Source: an optimization exercise on an open RTL-to-GDS flow (aim: small area). Production flows keep margins and buffers that such runs may drop. Only simulation tests tie the RTL to the original design; equivalence was not proved. Power is estimated from default activity; no workload was simulated.

==> design/flow/design.v <==
`timescale 1ns / 1ps
module alu_omux (input s, input sn, input x, input y, output z);
	assign z = ~((sn | x) & (s | y));
endmodule
module alu_xor2 (input a, input b, output y);
	assign y = a ^ b;
endmodule
module alu_xnor2 (input a, input b, output y);
	assign y = ~(a ^ b);
endmodule
module alu_nand2 (input a, input b, output y);
	assign y = ~(a & b);
endmodule
module alu_nor2 (input a, input b, output y);
	assign y = ~(a | b);
endmodule
module alu_and2 (input a, input b, output y);
	assign y = a & b;
endmodule
module alu_inv (input a, output y);
	assign y = ~a;
endmodule
module alu_a21oi (input a1, input a2, input b1, output y);
	assign y = ~((a1 & a2) | b1);
endmodule
module alu_o21ai (input a1, input a2, input b1, output y);
	assign y = ~((a1 | a2) & b1);
endmodule
module alu_a21o (input a1, input a2, input b1, output y);
	assign y = (a1 & a2) | b1;
endmodule
module alu_blk8 (input [7:0] pn, input [7:0] gn, input cin, output [7:1] cx, output G, output P);
	wire g10, p10, g32, p32, g54, p54, g76, p76;
	wire g30n, p30n, g74n, p74n, cinn, c4, c4n;
	alu_o21ai u_g10 (.a1(pn[1]), .a2(gn[0]), .b1(gn[1]), .y(g10));
	alu_nor2  u_p10 (.a(pn[1]), .b(pn[0]), .y(p10));
	alu_o21ai u_g32 (.a1(pn[3]), .a2(gn[2]), .b1(gn[3]), .y(g32));
	alu_nor2  u_p32 (.a(pn[3]), .b(pn[2]), .y(p32));
	alu_o21ai u_g54 (.a1(pn[5]), .a2(gn[4]), .b1(gn[5]), .y(g54));
	alu_nor2  u_p54 (.a(pn[5]), .b(pn[4]), .y(p54));
	alu_o21ai u_g76 (.a1(pn[7]), .a2(gn[6]), .b1(gn[7]), .y(g76));
	alu_nor2  u_p76 (.a(pn[7]), .b(pn[6]), .y(p76));
	alu_a21oi u_g30 (.a1(p32), .a2(g10), .b1(g32), .y(g30n));
	alu_nand2 u_p30 (.a(p32), .b(p10), .y(p30n));
	alu_a21oi u_g74 (.a1(p76), .a2(g54), .b1(g76), .y(g74n));
	alu_nand2 u_p74 (.a(p76), .b(p54), .y(p74n));
	alu_o21ai u_G (.a1(p74n), .a2(g30n), .b1(g74n), .y(G));
	alu_nor2  u_P (.a(p74n), .b(p30n), .y(P));
	alu_inv   u_cinn (.a(cin), .y(cinn));
	alu_o21ai u_c1 (.a1(pn[0]), .a2(cinn), .b1(gn[0]), .y(cx[1]));
	alu_a21oi u_c2 (.a1(p10), .a2(cin), .b1(g10), .y(cx[2]));
	alu_o21ai u_c3 (.a1(pn[2]), .a2(cx[2]), .b1(gn[2]), .y(cx[3]));
	alu_o21ai u_c4 (.a1(p30n), .a2(cinn), .b1(g30n), .y(c4));
	alu_inv   u_c4n (.a(c4), .y(c4n));
	assign cx[4] = c4n;
	alu_o21ai u_c5 (.a1(pn[4]), .a2(c4n), .b1(gn[4]), .y(cx[5]));
	alu_a21oi u_c6 (.a1(p54), .a2(c4), .b1(g54), .y(cx[6]));
	alu_o21ai u_c7 (.a1(pn[6]), .a2(cx[6]), .b1(gn[6]), .y(cx[7]));
endmodule
module alu_o221ai (input a1, input a2, input b1, input b2, input c1, output y);
	assign y = ~((a1 | a2) & (b1 | b2) & c1);
endmodule
module alu_a22oi (input a1, input a2, input b1, input b2, output y);
	assign y = ~((a1 & a2) | (b1 & b2));
endmodule
module alu_64 (
	input		[63:0]	A,
	input		[63:0]	B,
	output reg	[63:0]	Z,
	output reg			overflow,
	input		[3:0]	aluctrl,
	input 		[63:0]	cmp_val,
	input		clk,
	input		reset
	);
	wire	[15:0]	dec = 16'b1 << aluctrl;
	wire	run = ~reset;
	wire	sub = dec[1];
	wire	inv = dec[1] | dec[4];		 
	wire	kA = run & (dec[0] | dec[1]);	 
	wire	kG = run & (dec[2] | dec[3]);	 
	wire	kP = run & (dec[3] | dec[4]);	 
	wire	kS = run & (dec[6] | dec[7]);	 
	wire	kE = run & dec[5];
	wire	kE16 = run & dec[8];
	wire	kT = run & (dec[9] | dec[10]);
	wire	left = ~(aluctrl[3] ^ aluctrl[0]);	 
	wire	leftn = ~left;
	wire	[5:0]	sa = B[5:0];
	wire	[5:0]	san = ~B[5:0];
	genvar i, j, k;
	wire	[63:0]	bx, pn, gn;
	generate for (i = 0; i < 64; i = i + 1) begin : g_pg
		alu_xor2 u_bx (.a(B[i]), .b(inv), .y(bx[i]));
		alu_xnor2 u_p (.a(A[i]), .b(bx[i]), .y(pn[i]));
		alu_nand2 u_g (.a(A[i]), .b(bx[i]), .y(gn[i]));
	end endgenerate
	wire	[64:0]	cx;
	wire	[7:0]	G, P;
	assign cx[0] = sub;
	generate for (j = 0; j < 8; j = j + 1) begin : g_blk
		alu_blk8 u_b (.pn(pn[8*j+7:8*j]), .gn(gn[8*j+7:8*j]), .cin(cx[8*j]),
			.cx(cx[8*j+7:8*j+1]), .G(G[j]), .P(P[j]));
		alu_a21o u_c (.a1(P[j]), .a2(cx[8*j]), .b1(G[j]), .y(cx[8*j+8]));
	end endgenerate
	wire	[63:0]	y;
	generate for (i = 0; i < 64; i = i + 1) begin : g_sum
		if (i % 2 == 1 || i % 8 == 0) begin : g_t
			alu_xnor2 u_s (.a(pn[i]), .b(cx[i]), .y(y[i]));
		end else begin : g_n
			alu_xor2 u_s (.a(pn[i]), .b(cx[i]), .y(y[i]));
		end
	end endgenerate
	wire	[7*64-1:0]	st;	 
	wire	[63:0]	t;
	generate for (i = 0; i < 64; i = i + 1) begin : g_rin
		alu_omux u (.s(left), .sn(leftn), .x(A[63-i]), .y(A[i]), .z(st[64*(0) + i]));
	end endgenerate
	generate for (k = 0; k < 6; k = k + 1) begin : g_st
		for (i = 0; i < 64; i = i + 1) begin : g_b
			if (i + (1 << k) < 64) begin : g_m
				alu_omux u (.s(sa[k]), .sn(san[k]), .x(st[64*(k) + i + (1 << k)]), .y(st[64*(k) + i]), .z(st[64*(k+1) + i]));
			end else if (k % 2 == 0) begin : g_z0
				assign st[64*(k+1) + i] = ~(sa[k] | st[64*(k) + i]);
			end else begin : g_z1
				assign st[64*(k+1) + i] = ~(san[k] & st[64*(k) + i]);
			end
		end
	end endgenerate
	generate for (i = 0; i < 64; i = i + 1) begin : g_rout
		alu_omux u (.s(left), .sn(leftn), .x(st[64*(6) + 63-i]), .y(st[64*(6) + i]), .z(t[i]));
	end endgenerate
	wire	[63:0]	te;
	generate for (i = 0; i < 64; i = i + 1) begin : g_teq
		alu_xnor2 u (.a(t[i]), .b(cmp_val[i]), .y(te[i]));
	end endgenerate
	wire	teq = &te;
	wire	eq = &pn;		 
	wire	eq16 = &pn[15:0];
	wire	kPn = ~kP;
	wire	kGn = ~kG;
	wire	[63:0]	w, r;
	generate for (i = 0; i < 64; i = i + 1) begin : g_z
		alu_a22oi u_w (.a1(kA), .a2(y[i]), .b1(kS), .b2(t[i]), .y(w[i]));
		alu_o221ai u_r (.a1(kPn), .a2(pn[i]), .b1(kGn), .b2(gn[i]), .c1(w[i]), .y(r[i]));
	end endgenerate
	always @(posedge clk) begin
		Z <= {r[63:1], r[0] | (kE & eq) | (kE16 & eq16) | (kT & teq)};
		overflow <= kA & (cx[63] ^ cx[64]);
	end
endmodule
==> design/flow/flow/run.sh <==
#!/bin/bash
# The standard ORFS layout with three changes:
#  - synthesis maps with an area-oriented ABC script (flow/abc_area.script);
#    the design's small leaf modules are kept apart by SYNTH_HIERARCHICAL,
#    and the netlist is flattened and renamed as synth_recipe.tcl does;
#  - the port buffers are made from the smallest buffer cell;
#  - power (and with it area) recovery after global routing.
# make's full output goes to standard.log; each ORFS step logs under orfs/logs.
set -euo pipefail
here=$(pwd)
{
  head -n 1 synth_recipe.tcl
  cat <<EOT
proc abc {args} {
  set i [lsearch -exact \$args -script]
  if {\$i >= 0} { lset args [expr {\$i + 1}] $here/flow/abc_area.script }
  yosys abc {*}\$args
}
EOT
  tail -n +2 synth_recipe.tcl
} > my_synth.tcl
sed "s#SYNTH_SCRIPT=[^ ]*#SYNTH_SCRIPT=$here/my_synth.tcl#" standard.sh > my_standard.sh
grep -q "SYNTH_SCRIPT=$here/my_synth.tcl" my_standard.sh
bash my_standard.sh \
  BUFFER_PORTS_ARGS="-buffer_cell sky130_fd_sc_hd__buf_1" \
  RECOVER_POWER=100 \
  finish > standard.log 2>&1
==> design/flow/flow/abc_area.script <==
strash
dch
amap
topo
stime -c
==> design/flow/standard.sh <==
#!/bin/bash
# synth_recipe.tcl (not shown) runs the flow's synth.tcl, then flattens the netlist and writes it again
# the make line also repeats each setting of config.mk as NAME=value (left out here)
make -C /OpenROAD-flow-scripts/flow DESIGN_CONFIG=/design/flow/config.mk WORK_HOME=/design/flow/orfs CLKGATE_MAP_FILE= SYNTH_SCRIPT=/design/flow/synth_recipe.tcl "${@:-finish}"
==> design/flow/config.mk <==
export PLATFORM = sky130hd
export DESIGN_NAME = alu_64
export DESIGN_NICKNAME = alu_64
export VERILOG_FILES = /design/flow/design.v
export SDC_FILE = /design/flow/constraint.sdc
export NUM_CORES = 4
export LEC_CHECK = 0
export CAP_MARGIN = 10
export CORE_MARGIN = 2
export CORE_UTILIZATION = 40
export CTS_BUF_LIST = sky130_fd_sc_hd__clkbuf_8
export SETUP_SLACK_MARGIN = 0.1
export SLEW_MARGIN = 10
export SYNTH_HIERARCHICAL = 1
export SYNTH_MINIMUM_KEEP_SIZE = 0
==> design/flow/constraint.sdc <==
create_clock -name core_clock -period 8.0 [get_ports {clk}]
set_input_delay 1.6000 -clock core_clock [delete_from_list [all_inputs] [get_ports {clk}]]
set_output_delay 1.6000 -clock core_clock [all_outputs]
set_load 0.01 [all_outputs]
==> summary.md, run 1 <==
| Metric | Value |
|---|---|
| Status | finished clean |
| Crit path buf inv count | 4 |
| Final core utilization | 48.5% |
| DR vias | between 10k and 15k |
| Placed Instances | about 2.1k |
| Root buffer cell | clkbuf_8 |
| Core Rows | 55 |
| Post-synthesis sequential area ratio | 14.1% |
| Net Count, Synth | 1753 |
| RSZ-0062 raised after global routing | no |
| Cell area after synthesis | 9240 um2 |
| Die area | 24300 um2 |
| Global-route usage over all layers | 34.0% |
| CP required | ~8.3 ns |
| Avg WL per Cell | around 21 um |
| Main area contributors after synthesis | o22ai_1, dfxtp_1, o21ai_0 |
| Pwr dens | 139 nW/um2 |
| ANT cells | 0 |
| Slowest-stage cell, CP | clkinvlp_2 |
| Critical Path Sink Type | flip-flop |
| Max Root-Sink Buffers | 2 |
| Starting Density | 40.8% |
| Grt total ovfl | 0 |
| IO buf count | between 200 and 300 |
| DRC | 0 |
| Post CTS Setup Buffer Count | 0 |
| CTS tree | built |
| Reg power frac | 23.1% |
| Crit path launch type | input pin |
| Synth top cells by count | o22ai_1, nand2_1, o21ai_0 |
| Clock transition at path regs | 0.09 ns |
| Tightest Pin Transition | 1.22 ns |
| Area Overhead vs Synth | 18.8% |
| Initial DRT Pass Iterations | 9 |
| Comb power frac | about three fifths |
| WS Path Type | in2reg |
| First-pass GRT wire length | 65.3 mm |
| Number of global-route vias before repair | 11.6k |
| Final worst slack | 0.577 ns |
| Initial antenna violation count | 0 |
| GPL Wtd Cong | 0.963 |
| DP Worst Slack | 0.525 ns |
| Die W | 156 um |
| # setup viols final | 0 |
| Critical path's top delay family | compound AO/OA/AOI/OAI gates |
| Worst hold slack | around 1.6 ns |
| Max Clock Freq | 0.135 GHz |
| CTS Sinks | 65 |
| Arr. time, crit path | 7.73 ns |
| Num ports | 263 |
| Total Wirelength | 43.8 mm |
| Final nets | 2046 |
| Final hold viol count | 0 |
| Period utilization | between 90% and 100% |
| Share of power burned in the clock network | 18.0% |
| Largest area contributor in the synthesized netlist | o22ai_1 |
| Library cells used by synthesis | 18 |
| Worst hold-check path type | in2reg |
| Largest net degree at the start of global routing | 129 |
| Avg Vias per Cell | approximately 6.6 |
| Cts hold-fix bufs | 0 |
| Max-slew headroom | 17.9% |
| Detailed placement HPWL | approximately 33 mm |
| Antenna Nets Post-Route | 0 |
| Core Area | 22600 um2 |
| Most frequent cell after synthesis | o22ai_1 |
| Most used flip-flop cell after synthesis | dfxtp_1 |
| CP max stage delay | 1.00 ns |
| Chip height | approximately 160 um |
| Synth top area share | between 30% and 40% |
| Max Cap Violations | 0 |
| CTS Buf Count | 9 |
| Synth Instances | 1555 |
| Post_cts resized | 0 |
| Asr flop ratio synth | 0% |
| Post-synth EDFFs | 0 |
| Initial DRC count | 1758 |
| Number of synthesized register bits | 65 |
| Sw Ratio | between 50% and 60% |
| Psw | ~0.78 mW |
| Crit path top cell by count | o22ai_1 |
| Share of cells above drive strength 1 | 2.86% |
| Max-slew violation count | 0 |
| Finished Layout Cells | 2138 |
| Pint | between 0.7 and 0.8 mW |
| Peak VDD IR | 67.0 uV |
| Overall power | 1.52 mW |
| Final worst path period need | 7.42 ns |
| CTS H-tree depth | 3 |
| Critical path, cell by cell | clkbuf_1 > clkinv_4 > o22ai_4 > clkinvlp_2 > buf_12 > o22ai_1 > o22ai_1 > o22ai_1 > o22ai_1 > o22ai_1 > o22ai_1 > o22ai_1 > o22ai_1 > o21ai_0 > nand4_1 > nor4_1 > nand4_1 > o21ai_1 |
| Mean Syn Cell Area | 5.94 um2 |
| Crit-path max FO | 71 |
| Leakage power | 3.38 nW |
| Ys Warns | 7 |
## stage by stage
stage / cell area (um2) / TNS [ns]
floorplan: 9270 / -24.68
global placement: 10800 / 0
detailed placement: 10800 / 0
CTS: 11000 / 0
global route: 11000 / 0
finish: 11000 / 0
## registers in the layout (all words and copies together), names as in the netlist
signal / count
overflow: 1
Z: 64
## modules after synthesis, one instance, submodules excluded, a selection
module | flops+latches | cells inside | times used | area (um2)
alu_o221ai | 0 | 1 | 64 | 8.76
alu_nor2 | 0 | 1 | 40 | 3.75
alu_omux | 0 | 1 | 449 | 6.26
alu_64 | 65 | 202 | 1 | 1960
alu_a22oi | 0 | 1 | 64 | 7.51
alu_xor2 | 0 | 2 | 88 | 8.76
alu_nand2 | 0 | 1 | 80 | 3.75
alu_inv | 0 | 1 | 16 | 3.75
alu_o21ai | 0 | 1 | 80 | 5.00
## path summary, 6_finish.rpt
path / start / endpoint / slack, ns / cells past startpoint
setup / recovery: aluctrl[3] / Z[0] / 0.58 / 18
hold / removal: A[29] / Z[29] / 1.61 / 3
## routing by layer
| metal | global-route usage [%] | vias up | share of wire (%) |
|---|---|---|---|
| met4 | 8.74 | 0 | 2.5 |
| met2 | 52.7 | 789 | 43 |
| met3 | 5.67 | 83 | 9.5 |
| li1 | - | 7005 | - |
| met5 | 0 | - | 0 |
| met1 | 48.9 | 6182 | 44 |
## power by group through the flow
stage	Sequential, mW	Combinational, mW	Clock, mW
3_5_place_dp	0.359	0.867	0
5_1_grt	0.354	0.983	0.291
4_1_cts	0.352	0.871	0.281
2_1_floorplan	0.372	0.569	0
3_3_place_gp	0.359	0.862	0
6_report	0.352	0.897	0.275
## cell families after synthesis
| logic type | count (synthesis) | synth area share [%] |
|---|---|---|
| AOI/OAI and AO/OA | 959 | 62.7 |
| buffers and inverters | 35 | 1.75 |
| and+or+nand+nor | 496 | 21.5 |
| DFF | 65 | 14.1 |
## cell type report
class	instances	area, um2
clock buffer	9	124
clock inverter	7	31.3
fill	2467	11700
inverter	27	120
multi-input combinational	1455	7820
sequential	65	1300
tap	285	357
timing repair buffer	290	1230
## cells in the final DEF (no fill, tap or decap), types with 3 or more instances in the layout
master,synthesis,routed
o22ai_1,450,449
nand2_1,294,294
buf_1,0,255
o21ai_0,251,227
nor2_1,150,150
a21oi_1,120,120
dfxtp_1,65,65
o221ai_1,64,64
a22oi_1,64,64
nand4_1,34,34
clkinv_1,27,23
o21ai_1,0,23
buf_4,8,22
nor4_1,12,11
clkbuf_8,0,9
a21o_1,8,8
clkbuf_2,0,5
clkbuf_1,0,5
clkinv_2,0,4
nor3_1,4,3
inv_1,0,3
buf_12,0,3
## worst min-delay path, cell delays in order
cell,delay (ns)
buf_1,0.13
nand2_1,0.10
o221ai_1,0.11
==> run 2, diff against run 1 <==
==> design/flow/config.mk (replaced) <==
export PLATFORM = sky130hd
export DESIGN_NAME = alu_64
export DESIGN_NICKNAME = alu_64
export VERILOG_FILES = /design/flow/design.v
export SDC_FILE = /design/flow/constraint.sdc
export NUM_CORES = 4
export LEC_CHECK = 0
export CAP_MARGIN = 35
export CORE_MARGIN = 2
export CORE_UTILIZATION = 30
export CTS_BUF_LIST = sky130_fd_sc_hd__clkbuf_8
export SETUP_SLACK_MARGIN = 0.2
export SLEW_MARGIN = 30
export SYNTH_HIERARCHICAL = 1
export SYNTH_MINIMUM_KEEP_SIZE = 0
==> run 2 against run 1 <==
  * Total power is 2.9% higher
  * Critical endpoint is now Z[63]
  * Maximum frequency is 4.6% higher
  * Flip-flop and latch count stayed put
  * Via count is 0.85% higher
  * Sequential power hardly changed
==> summary.md, run 2 <==
| Metric | Value |
|---|---|
| Status | finished clean |
| Psw | 0.774 mW (-1.2%) |
| Post-synthesis sequential area ratio | 14.1% (unchanged) |
| Max Clock Freq | 0.141 GHz (+4.6%) |
| Initial DRC count | 1748 (-0.57%) |
| Most frequent cells in the layout | o22ai_1, nand2_1, buf_1, o21ai_0, nor2_1 |
| CP max stage delay | 0.36 ns (-0.64 ns) |
| Largest area contributor in the synthesized netlist | o22ai_1 |
| Pwr dens | 141 nW/um2 (+1.4%) |
| Detailed placement HPWL | 35.8 mm (+8.1%) |
| Asr flop ratio synth | 0% (unchanged) |
| Share of power burned in the clock network | 20.1% (+2.1 points) |
| Area of the multi-input gates | 7810 um2 (-0.18%) |
| Hold depth | 3 (unchanged) |
| RSZ-0062 raised after global routing | no |
| Grt total ovfl | 0 (unchanged) |
| Share of cells above drive strength 1 | 2.97% (+0.11 points) |
| Synth top cells by count | o22ai_1, nand2_1, o21ai_0 |
| Starting Density | 30.4% (-10 points) |
| Synth top area share | 30.5% (unchanged) |
| Final nets | 2045 (-0.049%) |
| Main area contributors after synthesis | o22ai_1, dfxtp_1, o21ai_0 |
| Initial DRT Pass Iterations | 9 (unchanged) |
| Filler instances | 3467 (+41%) |
| Ys Warns | 7 (unchanged) |
| Area Overhead vs Synth | 20.5% |
| Chip height | 180 um (+15%) |
| DRC | 0 (unchanged) |
| Largest net degree at the start of global routing | 72 (-44%) |
| DP Worst Slack | 0.660 ns (+0.135 ns) |
| Global-route usage over all layers | 27.0% (-7.0 points) |
| Max Cap Violations | 0 (unchanged) |
| Post_cts resized | 0 (unchanged) |
| Tightest Pin Transition | 0.817 ns (-0.408 ns) |
| Die area | 32200 um2 (+32%) |
| Num ports | 263 (unchanged) |
| Root buffer cell | clkbuf_8 |
| Comb power frac | 57.4% (-1.5 points) |
| Mean Syn Cell Area | 5.94 um2 (unchanged) |
| Synth Instances | 1555 (unchanged) |
| Setup_tns | 0 ns (unchanged) |
| Reg power frac | 22.5% (-0.6 points) |
| Net Count, Synth | 1753 (unchanged) |
| IO buf count | 262 (unchanged) |
| Arr. time, crit path | 7.35 ns (-0.38 ns) |
| WS Path Type | in2reg |
| Period utilization | 88.7% (-4.1 points) |
| Clock transition at path regs | 0.08 ns (about the same) |
| Number of synthesized register bits | 65 (unchanged) |
| CTS Buf Count | 9 (unchanged) |
| CTS H-tree depth | 3 (unchanged) |
| Biggest register | Z |
| Max Root-Sink Buffers | 2 (unchanged) |
| Cell area after synthesis | 9240 um2 (unchanged) |
| Post-synth EDFFs | 0 (unchanged) |
| Peak VDD IR | 66.8 uV (-0.39%) |
| Avg Vias per Cell | 6.31 (-4.1%) |
| Pint | 0.795 mW (+7.2%) |
| Max-slew headroom | 45.5% (+28 points) |
| Initial antenna violation count | 0 (unchanged) |
| ANT cells | 0 (unchanged) |
| CTS tree | built |
| Max-slew violation count | 0 (unchanged) |
| Post CTS Setup Buffer Count | 0 (unchanged) |
| Final hold viol count | 0 (unchanged) |
| Critical Path Sink Type | flip-flop |
| Core Area | 30400 um2 (+34%) |
| First-pass GRT wire length | 69.6 mm (+6.6%) |
| Avg WL per Cell | 20.5 um (+0.13%) |
| Die W | 180 um (+15%) |
| Critical path's top delay family | compound AO/OA/AOI/OAI gates |
| Total Wirelength | 46.1 mm (+5.3%) |
| Sequential cell area | 1300 um2 (unchanged) |
| Cts hold-fix bufs | 0 (unchanged) |
| GPL Wtd Cong | 1.01 (+5.4%) |
| Core Rows | 64 (+16%) |
| Leakage power | 3.39 nW (+0.27%) |
| Largest registers | Z: 64 flops, overflow: 1 flops |
| CP required | 8.25 ns (-0.06 ns) |
| Most used flip-flop cell after synthesis | dfxtp_1 |
| Crit path launch type | input pin |
| CTS Sinks | 65 (unchanged) |
| Worst hold-check path type | in2reg |
| Crit-path max FO | 31 (-56%) |
| Most frequent cell after synthesis | o22ai_1 |
| Antenna Nets Post-Route | 0 (unchanged) |
| Number of global-route vias before repair | 12.2k (+4.8%) |
| Hold endpoint | Z[5] |
| Sw Ratio | 49.3% (-2.0 points) |
| # setup viols final | 0 (unchanged) |
| Max reg flops | 64 (unchanged) |
| Worst Hold Launch | A[5] |
| Slowest-stage cell, CP | buf_4 |
| Leading cell type in the layout, fill and taps excluded | o22ai_1 |
| Library cells used by synthesis | 18 (unchanged) |
| Crit path buf inv count | 4 (unchanged) |
| Final worst slack | 0.901 ns (+0.324 ns) |
| DR vias | 14.2k (+0.85%) |
| Final worst path period need | 7.10 ns (-0.324 ns) |
-- run 2: cell counts after synthesis --
Identical to the previous run, type by type.
-- run 2: worst max-delay path by stage --
stage	slack, ns	cells past startpoint	from	endpoint
global placement	0.86	25	aluctrl[0]	Z[63]
detailed placement	0.66	25	aluctrl[0]	Z[63]
global route	0.32	25	aluctrl[0]	Z[63]
CTS	1.07	25	aluctrl[0]	Z[63]
finish	0.90	25	aluctrl[0]	Z[63]
floorplan	-0.60	15	aluctrl[0]	Z[0]
-- run 2: modules after synthesis (local to each module, per instance), a selection --
module      area [um2]  times used  flip-flops and latches
alu_64            1960           1                      65
alu_xor2          8.76          88                       0
alu_xnor2         8.76         168                       0
alu_o221ai        8.76          64                       0
alu_a21o          7.51           8                       0
alu_a22oi         7.51          64                       0
alu_blk8          7.51           8                       0
alu_omux          6.26         449                       0
alu_o21ai         5.00          80                       0
alu_nor2          3.75          40                       0
alu_nand2         3.75          80                       0
-- run 2: kinds of logic (layout without fill, tap and decap cells) --
family          Yosys count  after routing  share of synthesized area [%]
flops                    65             65                           14.1
buf+inv                  35            332                           1.75
simple gates            496            496                           21.5
compound gates          959            959                           62.7
-- run 2: area by class of cell --
cell class	instances	share of cell area, %
clock inverter	1	0.0449
tap	396	4.45
inverter	27	1.04
clock buffer	15	1.85
multi-input combinational	1455	70.1
timing repair buffer	289	10.9
sequential	65	11.7
-- run 2: metal layers --
metal	track usage [%]	wire (um)
met5	0	0
met4	9.59	1490
met3	4.84	4200
met2	42.8	20500
met1	36.8	19900
-- run 2: power groups by stage --
stage	clock [mW]	sequential (mW)	combinational [mW]
after floorplan	0	0.372	0.569
after global placement	0	0.361	0.867
after detailed placement	0	0.361	0.873
after CTS	0.323	0.354	0.878
after global routing	0.336	0.356	0.988
final	0.315	0.353	0.900
-- run 2: per-stage QoR --
step	std cells	cell area [um2]	utilization, %	total power [mW]	hold slack, ns
floorplan	1555	9270	-	0.942	1.79
global placement	2231	10900	35.9	1.23	1.99
detailed placement	2232	11000	36.0	1.23	1.99
CTS	2248	11200	36.7	1.55	1.58
global route	2248	11100	36.6	1.68	1.62
finish	2248	11100	36.6	1.57	1.61
==> run 3, diff against run 2 <==
--- a/design/flow/flow/run.sh
+++ b/design/flow/flow/run.sh
@@ -5,5 +5,6 @@
 #    and the netlist is flattened and renamed as synth_recipe.tcl does;
 #  - the port buffers are made from the smallest buffer cell;
-#  - power (and with it area) recovery after global routing.
+#  - power (and with it area) recovery after global routing;
+#  - a clock tree with fewer, larger sink clusters and no dummy loads.
 # make's full output goes to standard.log; each ORFS step logs under orfs/logs.
 set -euo pipefail
@@ -25,3 +26,4 @@
   BUFFER_PORTS_ARGS="-buffer_cell sky130_fd_sc_hd__buf_1" \
   RECOVER_POWER=100 \
+  CTS_ARGS="-sink_clustering_enable -repair_clock_nets -dont_use_dummy_load -root_buf sky130_fd_sc_hd__clkbuf_8 -buf_list sky130_fd_sc_hd__clkbuf_4" \
   finish > standard.log 2>&1
==> run 3 against run 2 <==
  * Area after synthesis did not move
  * Largest cell class unchanged
  * Worst hold slack worse by 0.014 ns
  * First-iteration DRC count rose by 0.23%
  * Clock power shrank 24%
  * Still clean on timing, DRC and antenna
  * Total power is 4.8% lower
  * Highest routed layer unchanged
  * Non-clock buffer count unchanged
  * Global-route usage fell by 0.069 points
==> summary.md, run 3 <==
| Metric | Value |
|---|---|
| Global-route usage over all layers | 27.0% (-0.069 points) |
| Leakage power | 3.35 nW (-1.3%) |
| Largest area contributor in the synthesized netlist | o22ai_1 |
| Most frequent cells in the layout | o22ai_1, nand2_1, buf_1, o21ai_0, nor2_1 |
| Num ports | 263 (unchanged) |
| Leading cell type in the layout, fill and taps excluded | o22ai_1 |
| Avg WL per Cell | 20.5 um (about the same) |
| Synth top area share | 30.5% (unchanged) |
| Post_cts resized | 0 (unchanged) |
| Max Cap Violations | 0 (unchanged) |
| DR vias | 14.1k (-0.87%) |
| Biggest register | Z |
| Max Root-Sink Buffers | 2 (unchanged) |
| Synth top cells by count | o22ai_1, nand2_1, o21ai_0 |
| Detailed placement HPWL | 35.8 mm (unchanged) |
| Final worst path period need | 7.09 ns (-0.0104 ns) |
| Ys Warns | 7 (unchanged) |
| Worst hold-check path type | in2reg |
| Max-slew violation count | 0 (unchanged) |
| # setup viols final | 0 (unchanged) |
| Core Area | 30400 um2 (unchanged) |
| Mean Syn Cell Area | 5.94 um2 (unchanged) |
| Peak VDD IR | 69.9 uV (+4.7%) |
| CTS H-tree depth | 3 (unchanged) |
| CP required | 8.26 ns (about the same) |
| Area Overhead vs Synth | 19.6% |
| Tightest Pin Transition | 0.816 ns (-0.000773 ns) |
| Final nets | 2045 (unchanged) |
| RSZ-0062 raised after global routing | no |
| Most frequent cell after synthesis | o22ai_1 |
| Total Wirelength | 46.0 mm (-0.36%) |
| Final worst slack | 0.911 ns (+0.0104 ns) |
| Number of global-route vias before repair | 12.1k (-0.50%) |
| Period utilization | 88.6% (-0.13 points) |
| Asr flop ratio synth | 0% (unchanged) |
| Worst hold slack | 1.59 ns (-0.0136 ns) |
| Max Clock Freq | 0.141 GHz (+0.15%) |
| Cts hold-fix bufs | 0 (unchanged) |
| Post-synthesis sequential area ratio | 14.1% (unchanged) |
| GPL Wtd Cong | 1.01 (unchanged) |
| Avg Vias per Cell | 6.27 (-0.56%) |
| WS Path Type | in2reg |
| Largest registers | Z: 64 flops, overflow: 1 flops |
| Clock transition at path regs | 0.08 ns (about the same) |
| Arr. time, crit path | 7.35 ns (about the same) |
| Synth Instances | 1555 (unchanged) |
| Post CTS Setup Buffer Count | 0 (unchanged) |
| Starting Density | 30.4% (unchanged) |
| Pwr dens | 135 nW/um2 (-4.1%) |
| IO buf count | 262 (unchanged) |
| Filler instances | 3472 (+0.14%) |
| Crit-path max FO | 31 (unchanged) |
| Final hold viol count | 0 (unchanged) |
| Main area contributors after synthesis | o22ai_1, dfxtp_1, o21ai_0 |
| Number of synthesized register bits | 65 (unchanged) |
| Overall power | 1.49 mW (-4.8%) |
| Initial antenna violation count | 0 (unchanged) |
| CTS Buf Count | 9 (unchanged) |
| Post-synth EDFFs | 0 (unchanged) |
| Share of cells above drive strength 1 | 2.66% (-0.31 points) |
| ANT cells | 0 (unchanged) |
| Status | finished clean |
| Antenna Nets Post-Route | 0 (unchanged) |
| Library cells used by synthesis | 18 (unchanged) |
| Net Count, Synth | 1753 (unchanged) |
| Chip height | 180 um (unchanged) |
| Die area | 32200 um2 (unchanged) |
| Most used flip-flop cell after synthesis | dfxtp_1 |
| CTS tree | built |
| CTS Sinks | 65 (unchanged) |
| Grt total ovfl | 0 (unchanged) |
| Largest net degree at the start of global routing | 72 (unchanged) |
| Core Rows | 64 (unchanged) |
| Cell area after synthesis | 9240 um2 (unchanged) |
| DP Worst Slack | 0.660 ns (unchanged) |
| Initial DRC count | 1752 (+0.23%) |
| Root buffer cell | clkbuf_8 |
| DRC | 0 (unchanged) |
| Crit path launch type | input pin |
| First-pass GRT wire length | 69.2 mm (-0.70%) |
| Initial DRT Pass Iterations | 9 (unchanged) |
| Slowest-stage cell, CP | o21ai_0 |
| Critical Path Sink Type | flip-flop |
| Die W | 180 um (unchanged) |
| Max reg flops | 64 (unchanged) |
| Max-slew headroom | 45.6% (+0.052 points) |
| Final core utilization | 36.3% (-0.28 points) |
| CP max stage delay | 0.36 ns (about the same) |
[run 3: final timing paths]
check / depth (start not counted) / to / startpoint
worst min-delay path: 3 / Z[7] / A[7]
worst max-delay path: 25 / Z[63] / aluctrl[0]
[run 3: Yosys stat by module (local to each module, per instance), a selection]
| module | flops+latches | cells inside |
|---|---|---|
| alu_o221ai | 0 | 1 |
| alu_xor2 | 0 | 2 |
| alu_a21oi | 0 | 1 |
| alu_64 | 65 | 202 |
| alu_inv | 0 | 1 |
| alu_nor2 | 0 | 1 |
| alu_omux | 0 | 1 |
| alu_a21o | 0 | 1 |
| alu_blk8 | 0 | 1 |
| alu_xnor2 | 0 | 2 |
| alu_a22oi | 0 | 1 |
| alu_o21ai | 0 | 1 |
[run 3: metal layers]
layer / vias to the layer above / track usage [%] / wire length, um
li1: 7011 / - / -
met1: 6177 / 36.1 / 19600
met2: 775 / 42.7 / 20500
met3: 93 / 5.65 / 4330
met4: 0 / 9.76 / 1530
met5: - / 0 / 0
[run 3: cell type report]
cell class | count | area [um2] | share of cell area, %
tap | 396 | 495 | 4.48
timing repair buffer | 289 | 1210 | 11.0
inverter | 27 | 116 | 1.05
clock buffer | 9 | 124 | 1.12
multi-input combinational | 1455 | 7810 | 70.6
sequential | 65 | 1300 | 11.8
[run 3: critical path: cells and delay by family]
kind,cells,cell delay [ns]
buffers and inverters,4,1.03
AND/OR/NAND/NOR,4,0.76
AO/OA/AOI/OAI,17,3.89
[run 3: kinds of logic (layout without fill, tap and decap cells)]
kind of cell	count (synthesis)	after routing	synth area share (%)
and+or+nand+nor	496	496	21.5
buffers and inverters	35	325	1.75
DFF	65	65	14.1
AOI/OAI and AO/OA	959	959	62.7
[run 3: metrics by stage]
stage	area, um2	TNS (ns)	cells
after floorplan	9270	-24.68	1555
after global placement	10900	0	2231
after detailed placement	11000	0	2232
after CTS	11100	0	2241
after global routing	11100	0	2241
final	11100	0	2241
[run 3: power by group]
part	switching [mW]	internal [mW]	leakage (nW)	total, mW
clock network	0.139	0.100	0.0647	0.239
registers	0.00691	0.347	0.532	0.354
logic	0.615	0.286	2.75	0.901
total	0.760	0.733	3.35	1.49
==> run 4, diff against run 3 <==
--- a/design/flow/flow/run.sh
+++ b/design/flow/flow/run.sh
@@ -26,4 +26,4 @@
   BUFFER_PORTS_ARGS="-buffer_cell sky130_fd_sc_hd__buf_1" \
   RECOVER_POWER=100 \
-  CTS_ARGS="-sink_clustering_enable -repair_clock_nets -dont_use_dummy_load -root_buf sky130_fd_sc_hd__clkbuf_8 -buf_list sky130_fd_sc_hd__clkbuf_4" \
+  CTS_ARGS="-sink_clustering_enable -repair_clock_nets -dont_use_dummy_load -root_buf sky130_fd_sc_hd__clkbuf_8 -tree_buf sky130_fd_sc_hd__clkbuf_4 -buf_list sky130_fd_sc_hd__clkbuf_4 -sink_clustering_buffer sky130_fd_sc_hd__clkbuf_4 -sink_clustering_size 30 -sink_clustering_max_diameter 150" \
   finish > standard.log 2>&1
==> run 4 against run 3 <==
  * Critical path depth did not move
  * Combinational power about the same
  * Die area stayed put
  * Global-route usage is the same
  * Non-clock buffer count stayed put
  * First-iteration DRC count unchanged
  * Critical endpoint unchanged
  * Clock power barely moved
  * Core utilization did not move
  * Cell count unchanged
  * Still clean on timing, DRC and antenna
  * Worst setup slack stayed put
  * Via count is the same
==> summary.md, run 4 <==
| Metric | Value |
|---|---|
| Status | finished clean |
| Biggest register | Z |
| CTS Sinks | 65 (unchanged) |
| Synth Instances | 1555 (unchanged) |
| Final Instance Area | 11100 um2 (unchanged) |
| Die area | 32200 um2 (unchanged) |
| Post CTS Setup Buffer Count | 0 (unchanged) |
| Starting Density | 30.4% (unchanged) |
| Ys Warns | 7 (unchanged) |
| Main area contributors after synthesis | o22ai_1, dfxtp_1, o21ai_0 |
| CP max stage delay | 0.36 ns (about the same) |
| Post_cts resized | 0 (unchanged) |
| Number of synthesized register bits | 65 (unchanged) |
| Pint | 0.733 mW (unchanged) |
| Initial DRC count | 1752 (unchanged) |
| Net Count, Synth | 1753 (unchanged) |
| Detailed placement HPWL | 35.8 mm (unchanged) |
| Worst hold slack | 1.59 ns (unchanged) |
| DP Area | 11000 um2 (unchanged) |
| Tightest Pin Transition | 0.816 ns (unchanged) |
| Clock transition at path regs | 0.08 ns (about the same) |
| Largest registers | Z: 64 flops, overflow: 1 flops |
| Global-route usage over all layers | 27.0% (unchanged) |
| Core Area | 30400 um2 (unchanged) |
| Most used flip-flop cell after synthesis | dfxtp_1 |
| Finished Layout Cells | 2241 (unchanged) |
| Reg power frac | 23.7% (about the same) |
| Max reg flops | 64 (unchanged) |
| Initial DRT Pass Iterations | 9 (unchanged) |
| Most frequent cell after synthesis | o22ai_1 |
| Final worst slack | 0.911 ns (unchanged) |
| Pwr dens | 135 nW/um2 (unchanged) |
| Cts hold-fix bufs | 0 (unchanged) |
| Crit path launch type | input pin |
| Post-synthesis sequential area ratio | 14.1% (unchanged) |
| CTS tree | built |
| Largest area contributor in the synthesized netlist | o22ai_1 |
| Sw Ratio | 50.9% (unchanged) |
| Filler instances | 3472 (unchanged) |
| Critical Path Sink Type | flip-flop |
| Worst hold-check path type | in2reg |
| Slowest-stage cell, CP | o21ai_0 |
| DP Worst Slack | 0.660 ns (unchanged) |
| Final nets | 2045 (unchanged) |
| Number of global-route vias before repair | 12.1k (unchanged) |
| Max-slew violation count | 0 (unchanged) |
| DR vias | 14.1k (unchanged) |
| ANT cells | 0 (unchanged) |
| WS Path Type | in2reg |
| Num ports | 263 (unchanged) |
| Antenna Nets Post-Route | 0 (unchanged) |
| Leading cell type in the layout, fill and taps excluded | o22ai_1 |
| Critical path's top delay family | compound AO/OA/AOI/OAI gates |
| Die W | 180 um (unchanged) |
| Avg WL per Cell | 20.5 um (unchanged) |
| Max-slew headroom | 45.6% (unchanged) |
| # setup viols final | 0 (unchanged) |
| Psw | 0.760 mW (unchanged) |
| First-pass GRT wire length | 69.2 mm (unchanged) |
| Final worst path period need | 7.09 ns (unchanged) |
| Comb power frac | 60.3% (about the same) |
| Final hold viol count | 0 (unchanged) |
| GPL Wtd Cong | 1.01 (unchanged) |
| Crit path buf inv count | 4 (unchanged) |
| Largest net degree at the start of global routing | 72 (unchanged) |
| Sequential cell area | 1300 um2 (unchanged) |
| Core Rows | 64 (unchanged) |
| Total Wirelength | 46.0 mm (unchanged) |
| Grt total ovfl | 0 (unchanged) |
| Cell area after synthesis | 9240 um2 (unchanged) |
| Post-synth EDFFs | 0 (unchanged) |
| Peak VDD IR | 69.9 uV (unchanged) |
| Share of cells above drive strength 1 | 2.66% (unchanged) |
| Chip height | 180 um (unchanged) |
| Synth top area share | 30.5% (unchanged) |
| Asr flop ratio synth | 0% (unchanged) |
| DRC | 0 (unchanged) |
| IO buf count | 262 (unchanged) |
| CP required | 8.26 ns (about the same) |
| Crit-path max FO | 31 (unchanged) |
| Max Cap Violations | 0 (unchanged) |
| CTS H-tree depth | 3 (unchanged) |
| Mean Syn Cell Area | 5.94 um2 (unchanged) |
| Initial antenna violation count | 0 (unchanged) |
| Final core utilization | 36.3% (unchanged) |
| Avg Vias per Cell | 6.27 (unchanged) |
| Max Clock Freq | 0.141 GHz (unchanged) |
| Synth top cells by count | o22ai_1, nand2_1, o21ai_0 |
| Most frequent cells in the layout | o22ai_1, nand2_1, buf_1, o21ai_0, nor2_1 |
| Arr. time, crit path | 7.35 ns (about the same) |
| Placed Instances | 2232 (unchanged) |
| Root buffer cell | clkbuf_8 |
| Max Root-Sink Buffers | 2 (unchanged) |
| Library cells used by synthesis | 18 (unchanged) |
| CTS Buf Count | 9 (unchanged) |
| Area Overhead vs Synth | 19.6% (unchanged) |
| Area of the multi-input gates | 7810 um2 (unchanged) |
| RSZ-0062 raised after global routing | no |
| Period utilization | 88.6% (unchanged) |
| Leakage power | 3.35 nW (unchanged) |
| Share of power burned in the clock network | 16.0% (about the same) |
==> run 4: cell counts after synthesis <==
No cell type changed its count.
==> run 4: cell type report <==
type / count / share of cell area [%]
Tap cell: 396 / 4.48
Sequential cell: 65 / 11.8
Multi-Input combinational cell: 1455 / 70.6
Inverter: 27 / 1.05
Timing Repair Buffer: 289 / 11.0
Clock buffer: 9 / 1.12
==> run 4: logic make-up after synthesis <==
logic type	count (synthesis)	share of synthesized area (%)
AOI/OAI and AO/OA	959	62.7
and+or+nand+nor	496	21.5
DFF	65	14.1
buffers and inverters	35	1.75
==> run 4: worst paths after layout <==
check	from	endpoint	slack [ns]	cells past startpoint
hold / removal	A[7]	Z[7]	1.59	3
setup / recovery	aluctrl[0]	Z[63]	0.91	25
==> run 4: power by group through the flow <==
stage | Combinational [mW] | Clock, mW | Sequential (mW)
floorplan | 0.569 | 0 | 0.372
global placement | 0.867 | 0 | 0.361
detailed placement | 0.873 | 0 | 0.361
CTS | 0.877 | 0.244 | 0.354
global route | 0.989 | 0.257 | 0.356
finish | 0.901 | 0.239 | 0.354
==> run 4: per-module statistics from Yosys (local to each module, per instance), a selection <==
| module | cell area (um2) | cells inside | copies in the design | flip-flops and latches |
|---|---|---|---|---|
| alu_a21o | 7.51 | 1 | 8 | 0 |
| alu_a21oi | 5.00 | 1 | 32 | 0 |
| alu_blk8 | 7.51 | 1 | 8 | 0 |
| alu_inv | 3.75 | 1 | 16 | 0 |
| alu_nand2 | 3.75 | 1 | 80 | 0 |
| alu_nor2 | 3.75 | 1 | 40 | 0 |
| alu_o21ai | 5.00 | 1 | 80 | 0 |
| alu_xnor2 | 8.76 | 2 | 168 | 0 |
| alu_xor2 | 8.76 | 2 | 88 | 0 |
==> run 4: per-layer routing <==
metal | wire length [um] | vias to the layer above | share of wire, % | global-route usage [%]
met2 | 20500 | 775 | 45 | 42.7
met4 | 1530 | 0 | 3.3 | 9.76
met3 | 4330 | 93 | 9.4 | 5.65
li1 | - | 7011 | - | -
met5 | 0 | - | 0 | 0
met1 | 19600 | 6177 | 43 | 36.1
==> run 4: per-stage QoR <==
stage / TNS, ns / power (mW)
final: 0 / 1.49
after global placement: 0 / 1.23
after CTS: 0 / 1.48
after detailed placement: 0 / 1.23
after floorplan: -24.68 / 0.942
after global routing: 0 / 1.60
==> run 5, diff against run 4 <==
--- a/design/flow/flow/run.sh
+++ b/design/flow/flow/run.sh
@@ -26,4 +26,4 @@
   BUFFER_PORTS_ARGS="-buffer_cell sky130_fd_sc_hd__buf_1" \
   RECOVER_POWER=100 \
-  CTS_ARGS="-sink_clustering_enable -repair_clock_nets -dont_use_dummy_load -root_buf sky130_fd_sc_hd__clkbuf_8 -tree_buf sky130_fd_sc_hd__clkbuf_4 -buf_list sky130_fd_sc_hd__clkbuf_4 -sink_clustering_buffer sky130_fd_sc_hd__clkbuf_4 -sink_clustering_size 30 -sink_clustering_max_diameter 150" \
+  CTS_ARGS="-sink_clustering_enable -repair_clock_nets -dont_use_dummy_load -buf_list sky130_fd_sc_hd__clkbuf_8 -sink_clustering_size 24 -sink_clustering_max_diameter 120" \
   finish > standard.log 2>&1
==> run 5 against run 4 <==
  * Cell count did not move
  * Die area did not move
  * Combinational power barely moved
  * Non-clock buffer count did not move
  * Synthesized cell count did not move
  * Maximum frequency did not move
  * Still clean
  * Via count did not move
==> summary.md, run 5 <==
| Metric | Value |
|---|---|
| Area Overhead vs Synth | 19.6% (unchanged) |
| Worst Hold Launch | A[7] |
| Critical path's top delay family | compound AO/OA/AOI/OAI gates |
| Number of global-route vias before repair | 12.1k (unchanged) |
| Sw Ratio | 50.9% (unchanged) |
| Number of synthesized register bits | 65 (unchanged) |
| Max Root-Sink Buffers | 2 (unchanged) |
| Max-slew violation count | 0 (unchanged) |
| Clock transition at path regs | 0.08 ns (about the same) |
| Core Rows | 64 (unchanged) |
| Reg power frac | 23.7% (about the same) |
| Leakage power | 3.35 nW (unchanged) |
| Most frequent cells in the layout | o22ai_1, nand2_1, buf_1, o21ai_0, nor2_1 |
| Peak VDD IR | 69.9 uV (unchanged) |
| Max-slew headroom | 45.6% (unchanged) |
| Antenna Nets Post-Route | 0 (unchanged) |
| Max reg flops | 64 (unchanged) |
| Status | finished clean |
| Max Clock Freq | 0.141 GHz (unchanged) |
| Max Cap Violations | 0 (unchanged) |
| Period utilization | 88.6% (unchanged) |
| Crit path launch type | input pin |
| Worst Setup SP | aluctrl[0] |
| CTS tree | built |
| Initial antenna violation count | 0 (unchanged) |
| Synth Instances | 1555 (unchanged) |
| CTS Buf Count | 9 (unchanged) |
| Share of power burned in the clock network | 16.0% (about the same) |
| Pint | 0.733 mW (unchanged) |
| Synth top area share | 30.5% (unchanged) |
| Final worst slack | 0.911 ns (unchanged) |
| Initial DRT Pass Iterations | 9 (unchanged) |
| Post-synthesis sequential area ratio | 14.1% (unchanged) |
| Comb power frac | 60.3% (about the same) |
| Asr flop ratio synth | 0% (unchanged) |
| WP depth | 25 (unchanged) |
| DP Worst Slack | 0.660 ns (unchanged) |
| DR vias | 14.1k (unchanged) |
| GPL Wtd Cong | 1.01 (unchanged) |
| Root buffer cell | clkbuf_8 |
| Crit path buf inv count | 4 (unchanged) |
| Cell area after synthesis | 9240 um2 (unchanged) |
| Avg WL per Cell | 20.5 um (unchanged) |
| Final hold viol count | 0 (unchanged) |
| Slowest-stage cell, CP | o21ai_0 |
| Mean Syn Cell Area | 5.94 um2 (unchanged) |
| Leading cell type in the layout, fill and taps excluded | o22ai_1 |
| RSZ-0062 raised after global routing | no |
| Grt total ovfl | 0 (unchanged) |
| ANT cells | 0 (unchanged) |
| Main area contributors after synthesis | o22ai_1, dfxtp_1, o21ai_0 |
| Critical Path Sink Type | flip-flop |
| Total Wirelength | 46.0 mm (unchanged) |
| Worst hold slack | 1.59 ns (unchanged) |
| Largest net degree at the start of global routing | 72 (unchanged) |
| Library cells used by synthesis | 18 (unchanged) |
| Num ports | 263 (unchanged) |
| Die area | 32200 um2 (unchanged) |
| Core Area | 30400 um2 (unchanged) |
| Chip height | 180 um (unchanged) |
| Worst hold-check path type | in2reg |
| Detailed placement HPWL | 35.8 mm (unchanged) |
| Biggest register | Z |
| Global-route usage over all layers | 27.0% (unchanged) |
| Crit-path max FO | 31 (unchanged) |
| Tightest Pin Transition | 0.816 ns (unchanged) |
| Cts hold-fix bufs | 0 (unchanged) |
| Psw | 0.760 mW (unchanged) |
| CTS Sinks | 65 (unchanged) |
| Most frequent cell after synthesis | o22ai_1 |
| Largest registers | Z: 64 flops, overflow: 1 flops |
| First-pass GRT wire length | 69.2 mm (unchanged) |
| Pwr dens | 135 nW/um2 (unchanged) |
| Final nets | 2045 (unchanged) |
| Synth top cells by count | o22ai_1, nand2_1, o21ai_0 |
| Net Count, Synth | 1753 (unchanged) |
| Post-synth EDFFs | 0 (unchanged) |
| CTS H-tree depth | 3 (unchanged) |
| CP max stage delay | 0.36 ns (about the same) |
| # setup viols final | 0 (unchanged) |
| IO buf count | 262 (unchanged) |
| DRC | 0 (unchanged) |
| CP required | 8.26 ns (about the same) |
| Area of the multi-input gates | 7810 um2 (unchanged) |
| Hold depth | 3 (unchanged) |
| Post CTS Setup Buffer Count | 0 (unchanged) |
| Avg Vias per Cell | 6.27 (unchanged) |
| Ys Warns | 7 (unchanged) |
| Starting Density | 30.4% (unchanged) |
| Post_cts resized | 0 (unchanged) |
| Share of cells above drive strength 1 | 2.66% (unchanged) |
| Final worst path period need | 7.09 ns (unchanged) |
| WS Path Type | in2reg |
| Most used flip-flop cell after synthesis | dfxtp_1 |
| Largest area contributor in the synthesized netlist | o22ai_1 |
| Die W | 180 um (unchanged) |
| Initial DRC count | 1752 (unchanged) |
| Filler instances | 3472 (unchanged) |
| Sequential cell area | 1300 um2 (unchanged) |
| Arr. time, crit path | 7.35 ns (about the same) |
## run 5: final timing paths
path	end	slack (ns)
max	Z[63]	0.91
min	Z[7]	1.59
## run 5: cells by family after synthesis
group           count (synthesis)  share of synthesized area [%]
compound gates                959                           62.7
buf+inv                        35                           1.75
flops                          65                           14.1
simple gates                  496                           21.5
## run 5: routing by layer
layer / vias up / global-route usage [%] / wire length, um
li1: 7011 / - / -
met4: 0 / 9.76 / 1530
met5: - / 0 / 0
met2: 775 / 42.7 / 20500
met1: 6177 / 36.1 / 19600
met3: 93 / 5.65 / 4330
## run 5: power by group through the flow
stage	Combinational, mW	Sequential (mW)	Clock (mW)
after floorplan	0.569	0.372	0
after global placement	0.867	0.361	0
after detailed placement	0.873	0.361	0
after CTS	0.877	0.354	0.244
after global routing	0.989	0.356	0.257
final	0.901	0.354	0.239
## run 5: layout make-up
type / instances / area share, %
tap: 396 / 4.48
multi-input combinational: 1455 / 70.6
inverter: 27 / 1.05
timing repair buffer: 289 / 11.0
clock buffer: 9 / 1.12
sequential: 65 / 11.8
## run 5: Yosys stat by module, one instance, submodules excluded
module      flops+latches  cells inside  times used  cell area, um2
alu_64                 65           202           1            1960
alu_o221ai              0             1          64            8.76
alu_xnor2               0             2         168            8.76
alu_xor2                0             2          88            8.76
alu_a21o                0             1           8            7.51
alu_a22oi               0             1          64            7.51
alu_blk8                0             1           8            7.51
alu_omux                0             1         449            6.26
alu_a21oi               0             1          32            5.00
alu_o21ai               0             1          80            5.00
alu_inv                 0             1          16            3.75
alu_nand2               0             1          80            3.75
alu_nor2                0             1          40            3.75
## run 5: per-stage QoR
| step | utilization [%] | setup TNS, ns | power (mW) | cell area (um2) | std cells |
|---|---|---|---|---|---|
| after floorplan | - | -24.68 | 0.942 | 9270 | 1555 |
| after global placement | 35.9 | 0 | 1.23 | 10900 | 2231 |
| after detailed placement | 36.0 | 0 | 1.23 | 11000 | 2232 |
| after CTS | 36.4 | 0 | 1.48 | 11100 | 2241 |
| after global routing | 36.3 | 0 | 1.60 | 11100 | 2241 |
| final | 36.3 | 0 | 1.49 | 11100 | 2241 |
==> run 6, diff against run 5 <==
==> design/flow/config.mk (replaced) <==
export PLATFORM = sky130hd
export DESIGN_NAME = alu_64
export DESIGN_NICKNAME = alu_64
export VERILOG_FILES = /design/flow/design.v
export SDC_FILE = /design/flow/constraint.sdc
export NUM_CORES = 4
export LEC_CHECK = 0
export CAP_MARGIN = 10
export CORE_MARGIN = 2
export CORE_UTILIZATION = 40
export CTS_BUF_LIST = sky130_fd_sc_hd__clkbuf_8
export SETUP_SLACK_MARGIN = 0.1
export SLEW_MARGIN = 10
export SYNTH_HIERARCHICAL = 1
export SYNTH_MINIMUM_KEEP_SIZE = 0
==> run 6 against run 5 <==
  * Synthesized cell count stayed put
  * Sequential power hardly changed
  * Critical path depth is 7 lower
  * Worst hold slack better by 0.032 ns
  * Core utilization is 12 points higher
  * Count of clock-buffer cells in the layout stayed put
  * Flip-flop and latch count stayed put
  * Critical path type unchanged
  * Critical endpoint is now Z[0]
  * Highest routed layer unchanged
==> summary.md, run 6 <==
| Metric | Value |
|---|---|
| CTS H-tree depth | 3 (unchanged) |
| Area of the multi-input gates | 7820 um2 (+0.18%) |
| Clock transition at path regs | 0.08 ns (about the same) |
| CTS tree | built |
| Initial DRC count | 1727 (-1.4%) |
| CTS Sinks | 65 (unchanged) |
| Core Rows | 55 (-14%) |
| Net Count, Synth | 1753 (unchanged) |
| GPL Wtd Cong | 0.963 (-5.1%) |
| Asr flop ratio synth | 0% (unchanged) |
| Post CTS Setup Buffer Count | 0 (unchanged) |
| Starting Density | 40.8% (+10 points) |
| Final worst slack | 0.472 ns (-0.439 ns) |
| Status | finished clean |
| DP Worst Slack | 0.525 ns (-0.135 ns) |
| Worst hold slack | 1.62 ns (+0.0323 ns) |
| DRC | 0 (unchanged) |
| Chip height | 156 um (-13%) |
| IO buf count | 262 (unchanged) |
| Pwr dens | 137 nW/um2 (+1.6%) |
| Num ports | 263 (unchanged) |
| Share of cells above drive strength 1 | 2.65% (about the same) |
| Largest area contributor in the synthesized netlist | o22ai_1 |
| Crit path launch type | input pin |
| Met1 usage | 48.8% (+13 points) |
| Sequential cell area | 1300 um2 (unchanged) |
| Arr. time, crit path | 7.83 ns (+0.48 ns) |
| Cts hold-fix bufs | 0 (unchanged) |
| Global-route usage over all layers | 34.0% (+7.1 points) |
| Total Wirelength | 43.9 mm (-4.6%) |
| Post_cts resized | 0 (unchanged) |
| Antenna Nets Post-Route | 0 (unchanged) |
| Worst hold-check path type | in2reg |
| Met2 Usage GRT | 52.4% (+9.8 points) |
| Core Area | 22600 um2 (-26%) |
| CP required | 8.30 ns (+0.04 ns) |
| Critical Path Sink Type | flip-flop |
| Post-synth EDFFs | 0 (unchanged) |
| Ys Warns | 7 (unchanged) |
| Die area | 24300 um2 (-24%) |
| Initial DRT Pass Iterations | 7 (-2) |
| Avg Vias per Cell | 6.58 (+5.0%) |
| Tightest Pin Transition | 1.21 ns (+0.397 ns) |
| Period utilization | 94.1% (+5.5 points) |
| Max Root-Sink Buffers | 2 (unchanged) |
| Most frequent cells in the layout | o22ai_1, nand2_1, buf_1, o21ai_0, nor2_1 |
| Synth Instances | 1555 (unchanged) |
| Leading cell type in the layout, fill and taps excluded | o22ai_1 |
| Main area contributors after synthesis | o22ai_1, dfxtp_1, o21ai_0 |
| Final nets | 2046 (+0.049%) |
| Synth top area share | 30.5% (unchanged) |
| Die W | 156 um (-13%) |
| Setup_tns | 0 ns (unchanged) |
| Peak VDD IR | 67.0 uV (-4.1%) |
| Cell area after synthesis | 9240 um2 (unchanged) |
| Detailed placement HPWL | 33.1 mm (-7.5%) |
| DR vias | 14.0k (-0.18%) |
| Number of synthesized register bits | 65 (unchanged) |
| Initial antenna violation count | 0 (unchanged) |
| Synth top cells by count | o22ai_1, nand2_1, o21ai_0 |
| Biggest register | Z |
| Grt total ovfl | 0 (unchanged) |
| Post-synthesis sequential area ratio | 14.1% (unchanged) |
| Root buffer cell | clkbuf_8 |
| Filler instances | 2465 (-29%) |
| Leakage power | 3.35 nW (about the same) |
| RSZ-0062 raised after global routing | no |
| Largest registers | Z: 64 flops, overflow: 1 flops |
| Largest net degree at the start of global routing | 129 (+79%) |
| Max reg flops | 64 (unchanged) |
| ANT cells | 0 (unchanged) |
| Crit-path max FO | 71 (+130%) |
| Final hold viol count | 0 (unchanged) |
| Max-slew violation count | 0 (unchanged) |
| Max Cap Violations | 0 (unchanged) |
| Most frequent cell after synthesis | o22ai_1 |
| CTS Buf Count | 9 (unchanged) |
| Mean Syn Cell Area | 5.94 um2 (unchanged) |
| Met3 GRT Util | 5.89% (+0.24 points) |
| Number of global-route vias before repair | 11.6k (-4.0%) |
| Library cells used by synthesis | 18 (unchanged) |
| WS Path Type | in2reg |
| Overall power | 1.50 mW (+0.58%) |
| Avg WL per Cell | 20.6 um (+0.30%) |
| Max-slew headroom | 18.7% (-27 points) |
| First-pass GRT wire length | 65.3 mm (-5.6%) |
| Most used flip-flop cell after synthesis | dfxtp_1 |
| # setup viols final | 0 (unchanged) |
| Area Overhead vs Synth | 18.5% |
| Final worst path period need | 7.53 ns (+0.439 ns) |
| Max Clock Freq | 0.133 GHz (-5.8%) |
| Top Usage Layer GRT | met2 |
run 6: routing by layer:
metal | wire length, um | up-vias | part of all wire [%]
met5 | 0 | - | 0
met3 | 4190 | 79 | 9.5
met2 | 19100 | 788 | 44
met1 | 19500 | 6165 | 44
li1 | - | 6999 | -
met4 | 1060 | 0 | 2.4
run 6: per-stage QoR:
step / area [um2] / instances / utilization, %
final: 10900 / 2131 / 48.4
after global routing: 10900 / 2131 / 48.4
after CTS: 11000 / 2131 / 48.4
after detailed placement: 10800 / 2122 / 47.9
after global placement: 10800 / 2122 / 47.9
after floorplan: 9270 / 1555 / -
run 6: kinds of logic (layout without fill, tap and decap cells):
group	after synthesis	after routing	share of synthesized area [%]
simple gates	496	496	21.5
compound gates	959	959	62.7
buf+inv	35	326	1.75
flops	65	65	14.1
run 6: area by class of cell:
cell class	instances	share of cell area, %
Clock buffer	9	1.13
Inverter	27	1.10
Multi-Input combinational cell	1455	71.4
Sequential cell	65	11.9
Tap cell	285	3.26
Timing Repair Buffer	290	11.2
run 6: final timing paths:
check / from / endpoint / cells past startpoint / slack [ns]
worst min-delay path: A[29] / Z[29] / 3 / 1.62
worst max-delay path: aluctrl[3] / Z[0] / 18 / 0.47
run 6: report_power, final:
| part | internal [mW] | total (mW) | switching (mW) | leakage (nW) |
|---|---|---|---|---|
| logic | 0.288 | 0.896 | 0.609 | 2.76 |
| registers | 0.346 | 0.352 | 0.00561 | 0.532 |
| clock network | 0.101 | 0.253 | 0.153 | 0.0647 |
run 6: per-module statistics from Yosys (local to each module, per instance), a selection:
module      cells inside  flip-flops and latches  area (um2)  copies in the design
alu_nor2               1                       0        3.75                    40
alu_blk8               1                       0        7.51                     8
alu_omux               1                       0        6.26                   449
alu_o221ai             1                       0        8.76                    64
alu_a21oi              1                       0        5.00                    32
alu_xor2               2                       0        8.76                    88
alu_64               202                      65        1960                     1
alu_a22oi              1                       0        7.51                    64
alu_nand2              1                       0        3.75                    80
run 6: worst max-delay path, stage by stage:
cell	delay, ns
clkbuf_1	0.34
clkinv_4	0.14
o22ai_4	0.22
clkinvlp_2	0.99
buf_12	0.56
o22ai_1	0.31
o22ai_1	0.17
o22ai_1	0.37
o22ai_1	0.20
o22ai_1	0.25
o22ai_1	0.12
o22ai_1	0.48
o22ai_1	0.30
o21ai_0	0.22
nand4_1	0.24
nor4_1	0.71
nand4_1	0.33
o21ai_1	0.21
==> run 7, diff against run 6 <==
--- a/design/flow/config.mk
+++ b/design/flow/config.mk
@@ -10,5 +10,7 @@
 export CORE_UTILIZATION = 40
 export CTS_BUF_LIST = sky130_fd_sc_hd__clkbuf_8
-export SETUP_SLACK_MARGIN = 0.1
+export GPL_TIMING_DRIVEN = 0
+export PLACE_DENSITY = 0.75
+export SETUP_SLACK_MARGIN = 0
 export SLEW_MARGIN = 10
 export SYNTH_HIERARCHICAL = 1
==> run 7 against run 6 <==
  * Still clean
  * Worst hold slack worse by 0.0055 ns
  * Maximum frequency down 0.63%
  * First-iteration DRC count up 33%
  * Flip-flop and latch count unchanged
  * Largest cell class unchanged
==> summary.md, run 7 <==
| Metric | Value |
|---|---|
| Placed Instances | 2128 (+0.28%) |
| Detailed placement HPWL | 33.7 mm (+1.9%) |
| Final worst path period need | 7.58 ns (+0.0475 ns) |
| Finished Layout Cells | 2139 (+0.38%) |
| Peak VDD IR | 63.3 uV (-5.5%) |
| Cell area after synthesis | 9240 um2 (unchanged) |
| Post-synthesis sequential area ratio | 14.1% (unchanged) |
| Largest registers | Z: 64 flops, overflow: 1 flops |
| GPL Wtd Cong | 1.00 (+4.2%) |
| ANT cells | 0 (unchanged) |
| Clock transition at path regs | 0.08 ns (about the same) |
| Initial DRT Pass Iterations | 7 (unchanged) |
| # setup viols final | 0 (unchanged) |
| DRC | 0 (unchanged) |
| DP Area | 11100 um2 (+2.1%) |
| Worst hold-check path type | in2reg |
| Slowest-stage cell, CP | clkinvlp_2 |
| Grt total ovfl | 0 (unchanged) |
| Synth top cells by count | o22ai_1, nand2_1, o21ai_0 |
| Critical Path Sink Type | flip-flop |
| Largest family of logic cells by synthesized area | compound AO/OA/AOI/OAI gates |
| Final nets | 2054 (+0.39%) |
| Most used flip-flop cell after synthesis | dfxtp_1 |
| Post CTS Setup Buffer Count | 0 (unchanged) |
| Post-synth EDFFs | 0 (unchanged) |
| Core Rows | 55 (unchanged) |
| CTS H-tree depth | 3 (unchanged) |
| Leakage power | 3.49 nW (+4.2%) |
| Mean Syn Cell Area | 5.94 um2 (unchanged) |
| Global-route usage over all layers | 34.1% (+0.12 points) |
| Leading cell type in the layout, fill and taps excluded | o22ai_1 |
| IO buf count | 262 (unchanged) |
| Cts hold-fix bufs | 0 (unchanged) |
| Synth Instances | 1555 (unchanged) |
| Avg Vias per Cell | 6.79 (+3.1%) |
| Biggest register | Z |
| CP max stage delay | 0.38 ns (-0.61 ns) |
| Antenna Nets Post-Route | 0 (unchanged) |
| Net Count, Synth | 1753 (unchanged) |
| Total Wirelength | 44.2 mm (+0.74%) |
| Final core utilization | 49.5% (+1.2 points) |
| Max Cap Violations | 0 (unchanged) |
| Asr flop ratio synth | 0% (unchanged) |
| Final Instance Area | 11200 um2 (+2.4%) |
| Tightest Pin Transition | 0.851 ns (-0.362 ns) |
| Period utilization | 94.7% (+0.59 points) |
| Synth Area in XOR/XNOR | 0% (unchanged) |
| Largest area contributor in the synthesized netlist | o22ai_1 |
| Main area contributors after synthesis | o22ai_1, dfxtp_1, o21ai_0 |
| Starting Density | 40.8% (unchanged) |
| Die area | 24300 um2 (unchanged) |
| Most frequent cells in the layout | o22ai_1, nand2_1, buf_1, o21ai_0, nor2_1 |
| DR vias | 14.5k (+3.5%) |
| Final hold viol count | 0 (unchanged) |
| Share of cells above drive strength 1 | 3.67% (+1.0 points) |
| Chip height | 156 um (unchanged) |
| Max reg flops | 64 (unchanged) |
| Initial DRC count | 2294 (+33%) |
| Max-slew headroom | 43.3% (+25 points) |
| CTS Sinks | 65 (unchanged) |
| Crit path launch type | input pin |
| Status | finished clean |
| Die W | 156 um (unchanged) |
| Number of global-route vias before repair | 12.2k (+4.6%) |
| Post-Synth Adder-Cell Area | 0% (unchanged) |
| Critical path, cell by cell | clkbuf_1 > clkinvlp_2 > nand2_1 > nor2_2 > or2_4 > a21oi_1 > o21ai_0 > o21ai_0 > a21oi_1 > o21ai_0 > a21o_1 > a21o_1 > a21o_1 > a21o_1 > a21o_1 > a21o_1 > a21o_1 > clkinv_1 > o21ai_0 > a21oi_1 > o21ai_0 > o21ai_0 > a22oi_1 > o221ai_1 |
| Pwr dens | 136 nW/um2 (-1.1%) |
| Synth top area share | 30.5% (unchanged) |
| Ys Warns | 7 (unchanged) |
| Number of synthesized register bits | 65 (unchanged) |
| Largest net degree at the start of global routing | 129 (unchanged) |
| Num ports | 263 (unchanged) |
| Post_cts resized | 0 (unchanged) |
| Crit path top cell by count | a21o_1 |
| Filler instances | 2362 (-4.2%) |
| Area Overhead vs Synth | 21.3% |
| WS Path Type | in2reg |
| Most frequent cell after synthesis | o22ai_1 |
| Core Area | 22600 um2 (unchanged) |
| Mux share of post-synthesis cell area | 0% (unchanged) |
| Initial antenna violation count | 1 (+1) |
| First-pass GRT wire length | 66.1 mm (+1.2%) |
| Compound-cell area share of the yosys netlist | 62.7% (unchanged) |
| RSZ-0062 raised after global routing | no |
| Arr. time, crit path | 7.82 ns (about the same) |
| Root buffer cell | clkbuf_8 |
| Overall power | 1.52 mW (+1.2%) |
| Max-slew violation count | 0 (unchanged) |
| Library cells used by synthesis | 18 (unchanged) |
| CP required | 8.24 ns (-0.06 ns) |
| Max Clock Freq | 0.132 GHz (-0.63%) |
| CTS tree | built |
| Avg WL per Cell | 20.7 um (+0.36%) |
| Max Root-Sink Buffers | 2 (unchanged) |
| Crit-path max FO | 17 (-76%) |
| CTS Buf Count | 9 (unchanged) |
| Synth Area in Simple Gates | 21.5% (unchanged) |
==> run 7: cell count changes in the layout (fill, tap and decap cells not counted), moves of 2 or more <==
cell / before / now
or2_2: 0 / 2
clkinv_2: 0 / 6
buf_2: 0 / 6
buf_4: 22 / 19
clkbuf_2: 5 / 0
buf_16: 0 / 4
buf_12: 3 / 10
clkbuf_1: 5 / 1
clkinv_1: 23 / 18
==> run 7: critical path, delay by kind of cell <==
family | cells | cell delay (ns)
compound gates | 18 | 4.57
buf+inv | 3 | 0.90
simple gates | 3 | 0.72
==> run 7: cell families after synthesis <==
kind of cell	count (synthesis)
and+or+nand+nor	496
AOI/OAI and AO/OA	959
DFF	65
buffers and inverters	35
==> run 7: final timing paths <==
check                 startpoint    end  slack (ns)  depth (start not counted)
worst max-delay path  aluctrl[3]  Z[63]        0.42                         24
worst min-delay path       A[41]  Z[41]        1.62                          3
==> run 7: metrics by stage <==
stage	hold WS, ns	setup slack [ns]	setup TNS (ns)
after floorplan	1.79	-0.598	-24.68
after global placement	1.98	-4.02	-212.90
after detailed placement	1.99	-0.123	-0.123
after CTS	1.60	0.268	0
after global routing	1.66	0.0297	0
final	1.62	0.425	0
==> run 7: final cells by class <==
class / instances / area (um2) / area share, %
sequential: 65 / 1300 / 11.6
tap: 285 / 357 / 3.18
timing repair buffer: 288 / 1400 / 12.4
buffer: 8 / 60.1 / 0.536
multi-input combinational: 1457 / 7850 / 70.0
clock buffer: 9 / 124 / 1.10
inverter: 27 / 128 / 1.14
==> run 7: Yosys stat by module (local to each module, per instance) <==
module      flip-flops and latches  copies in the design  area, um2  cells
alu_64                          65                     1       1960    202
alu_o221ai                       0                    64       8.76      1
alu_xnor2                        0                   168       8.76      2
alu_xor2                         0                    88       8.76      2
alu_a21o                         0                     8       7.51      1
alu_a22oi                        0                    64       7.51      1
alu_blk8                         0                     8       7.51      1
alu_omux                         0                   449       6.26      1
alu_a21oi                        0                    32       5.00      1
alu_o21ai                        0                    80       5.00      1
alu_inv                          0                    16       3.75      1
alu_nand2                        0                    80       3.75      1
alu_nor2                         0                    40       3.75      1
==> run 7: report_power, final <==
group	total (mW)	switching, mW	internal (mW)	leakage, nW
Sequential	0.352	0.00580	0.346	0.532
Combinational	0.924	0.621	0.303	2.90
Clock	0.244	0.144	0.101	0.0647
Total	1.52	0.771	0.750	3.49
==> run 7: routing by layer <==
metal	part of all wire, %	GRT usage, %	wire (um)
met1	41	47.5	18100
met5	0.016	0	7
met3	12	6.08	5290
met4	4.0	12.7	1770
met2	43	52.5	19000

-- separate check: timing with driven ports --
No port has a modelled driver above. Below, the same layouts with a new extraction and two added sets of constraints. Step 1: set_driving_cell puts a clkbuf_16 on clk and a buf_2 on each other input, an assumption about the parent block. Step 2 also shifts input and output timing later by t, the mid clock arrival at the registers, as if the neighbouring blocks saw the same clock. Three values: ideal ports, drivers, drivers and shift; two values: the first two.
run | shift t [ns] | slack for setup (ns) | hold slack, ns | pins driven straight from the clock port
run 1 | 0.426 | 0.577 / 0.597 / 0.171 | 1.612 / 1.589 / 2.009 | 1
run 2 | 0.436 | 0.901 / 0.920 / 0.484 | 1.606 / 1.591 / 2.007 | 1
run 3 | 0.441 | 0.911 / 0.930 / 0.489 | 1.593 / 1.580 / 1.999 | 1
run 4 | 0.441 | 0.911 / 0.930 / 0.489 | 1.593 / 1.580 / 1.999 | 1
run 5 | 0.441 | 0.911 / 0.930 / 0.489 | 1.593 / 1.580 / 1.999 | 1
run 6 | 0.420 | 0.472 / 0.493 / 0.073 | 1.625 / 1.602 / 2.004 | 1
run 7 | 0.420 | 0.425 / 0.438 / 0.018 | 1.619 / 1.597 / 1.999 | 1
After both steps setup and hold are still met in every run listed.
